Source: an optimization exercise on an open RTL-to-GDS flow (aim: small area and a short achievable clock period). Production flows keep margins and buffers that such runs may drop.
Function was checked by simulation only, so behaviour that the tests miss may differ from the original.
Power figures rest on the tool's default switching activity, not on a simulated workload.

==> flow/design.v (excerpt) <==
module bitonic_top #(parameter NUM_INPUT = 16, DATA_WIDTH = 8)
(clk, reset, data_in, valid, done, data_out);
input clk;
input reset;
input [127:0] data_in;
input valid;
output done;
output [127:0] data_out;
wire [0:0] in0_0 = data_in[7:7];
wire [0:0] in0_1 = data_in[6:6];
wire [0:0] in0_2 = data_in[5:5];
wire [0:0] in0_3 = data_in[4:4];
wire [0:0] in0_4 = data_in[3:3];
wire [0:0] in0_5 = data_in[2:2];
wire [0:0] in0_6 = data_in[1:1];
wire [0:0] in0_7 = data_in[0:0];
wire [0:0] in1_0 = data_in[15:15];
wire [0:0] in1_1 = data_in[14:14];
wire [0:0] in1_2 = data_in[13:13];
wire [0:0] in1_3 = data_in[12:12];
wire [0:0] in1_4 = data_in[11:11];
wire [0:0] in1_5 = data_in[10:10];
wire [0:0] in1_6 = data_in[9:9];
wire [0:0] in1_7 = data_in[8:8];
wire [0:0] in2_0 = data_in[23:23];
wire [0:0] in2_1 = data_in[22:22];
wire [0:0] in2_2 = data_in[21:21];
wire [0:0] in2_3 = data_in[20:20];
wire [0:0] in2_4 = data_in[19:19];
wire [0:0] in2_5 = data_in[18:18];
wire [0:0] in2_6 = data_in[17:17];
wire [0:0] in2_7 = data_in[16:16];
wire [0:0] in3_0 = data_in[31:31];
wire [0:0] in3_1 = data_in[30:30];
wire [0:0] in3_2 = data_in[29:29];
wire [0:0] in3_3 = data_in[28:28];
wire [0:0] in3_4 = data_in[27:27];
wire [0:0] in3_5 = data_in[26:26];
wire [0:0] in3_6 = data_in[25:25];
wire [0:0] in3_7 = data_in[24:24];
  ...
Settings: LEC_CHECK=0, CAP_MARGIN=20, CORE_MARGIN=2, CORE_UTILIZATION=65, CTS_CLUSTER_DIAMETER=60, CTS_CLUSTER_SIZE=30, SETUP_SLACK_MARGIN=1.35, SLEW_MARGIN=20; clock period 3.0 ns.
standard.sh (not shown) runs the stock make flow with config.mk's settings and CLKGATE_MAP_FILE= SYNTH_SCRIPT=/design/flow/synth_recipe.tcl, a recipe that flattens the netlist after the stock synthesis.
==> flow/flow/run.sh <==
#!/bin/bash
# Own layout flow: the standard layout, except that the synthesis maps the
# combinational logic with flow/abc.script (an area-recovering ABC script) in place of
# ORFS's speed script. Registers, their names and everything after synthesis are as in
# the standard flow. Ports are buffered with buf_2 cells.
set -euo pipefail
W=$(pwd)
{
  head -n 1 synth_recipe.tcl
  cat <<EOF
proc abc {args} {
  set i [lsearch -exact \$args -script]
  if { \$i >= 0 } { set args [lreplace \$args [expr {\$i+1}] [expr {\$i+1}] $W/flow/abc.script] }
  yosys abc {*}\$args
}
EOF
  tail -n +2 synth_recipe.tcl
} > my_synth.tcl
sed "s#SYNTH_SCRIPT=[^ ]*#SYNTH_SCRIPT=$W/my_synth.tcl#" standard.sh > my_standard.sh
grep -q "SYNTH_SCRIPT=$W/my_synth.tcl" my_standard.sh
bash my_standard.sh "BUFFER_PORTS_ARGS=-buffer_cell sky130_fd_sc_hd__buf_2" finish > flow.log 2>&1
==> flow/flow/abc.script <==
strash
dc2
strash
&get -n
&dch -f
&nf -R 100 -p
&put
Change:
--- a/flow/config.mk
+++ b/flow/config.mk
@@ -12,3 +12,3 @@
 export CTS_CLUSTER_SIZE = 30
-export SETUP_SLACK_MARGIN = 1.35
+export SETUP_SLACK_MARGIN = 1.2
 export SLEW_MARGIN = 20
What happened: The new run ran to the end with no violations; total power went down slightly; area after synthesis does not change; combinational power went down by a few percent; critical path depth went up by 4; worst setup slack got worse by 0.12 ns.
Change:
--- a/flow/config.mk
+++ b/flow/config.mk
@@ -12,3 +12,4 @@
 export CTS_CLUSTER_SIZE = 30
-export SETUP_SLACK_MARGIN = 1.2
+export GPL_ROUTABILITY_DRIVEN = 0
+export SETUP_SLACK_MARGIN = 1.3
 export SLEW_MARGIN = 20
What happened:
- The changed run completed with no timing, DRC or antenna violations
- clock power drops by 2.9%
- total power climbs by 0.75%
- first-iteration DRC count climbs by about 5.5%
- combinational power climbs by about 2%
- via count is about the same
- routed wire length climbs by about 0.3%
- worst hold slack degrades by 0.0034 ns
- global-route usage drops by 0.31 points
- worst setup slack improves by 0.13 ns
Change:
--- a/flow/config.mk
+++ b/flow/config.mk
@@ -9,6 +9,5 @@
 export CORE_MARGIN = 2
-export CORE_UTILIZATION = 65
+export CORE_UTILIZATION = 70
 export CTS_CLUSTER_DIAMETER = 60
 export CTS_CLUSTER_SIZE = 30
-export GPL_ROUTABILITY_DRIVEN = 0
 export SETUP_SLACK_MARGIN = 1.3
Flip-flop and latch count is unchanged.
Total power is about the same.
Non-clock buffer count goes up by 1.
Final cell count goes down by about 0.53%.
Combinational power barely changes.
Synthesized cell count does not change.
Die area goes down by about 7%.
Clock-buffer cell count goes down by 2.
Critical path depth goes down by 1.
Setup slack loses 0.057 ns.
Change:
--- a/flow/config.mk
+++ b/flow/config.mk
@@ -9,6 +9,6 @@
 export CORE_MARGIN = 2
-export CORE_UTILIZATION = 70
+export CORE_UTILIZATION = 65
 export CTS_CLUSTER_DIAMETER = 60
 export CTS_CLUSTER_SIZE = 30
-export SETUP_SLACK_MARGIN = 1.3
+export SETUP_SLACK_MARGIN = 1.4
 export SLEW_MARGIN = 20
Outcome: Combinational power goes up by about 3%. Worst setup slack improves by 0.048 ns. Register-to-register slack improves by 0.05 ns. Final cell count goes up by 0.54%. Non-clock buffer count goes up by 4. Sequential power stays flat.

[static timing again, ports no longer ideal]
No port has a modelled driver above. Below, the same layouts with a new extraction and two added sets of constraints.
Step 1, drivers: a clkbuf_16 drives clk and a buf_2 each remaining input, both assumed.
Step 2 also shifts input and output timing later by t, the mid clock arrival at the registers, as if the neighbouring blocks saw the same clock.
a / b / c = ideal ports / drivers / drivers and shift; a / b = the first two.
| run | t, ns | slack for setup (ns) | worst setup path at the end | worst register clock-pin slew, ns | worst slew at a driven data input, ns |
|---|---|---|---|---|---|
| the first run | 0.680 | 1.296 / 1.232 / 0.886 | input to register | 0.11 / 0.11 | 0.12 |
| the second run | 0.683 | 1.180 / 1.180 / 0.815 | input to register | 0.11 / 0.11 | 0.10 |
| the third run | 0.683 | 1.309 / 1.247 / 0.910 | input to register | 0.11 / 0.11 | 0.09 |
| the fourth run | 0.694 | 1.252 / 1.219 / 0.868 | input to register | 0.11 / 0.11 | 0.11 |
| the fifth run | 0.674 | 1.300 / 1.246 / 0.841 | input to register | 0.10 / 0.10 | 0.11 |
After both steps every run listed still meets setup and hold. For the fifth run, which loses most, drivers alone change the setup slack by -0.054 ns; drivers and shift together by -0.459 ns.
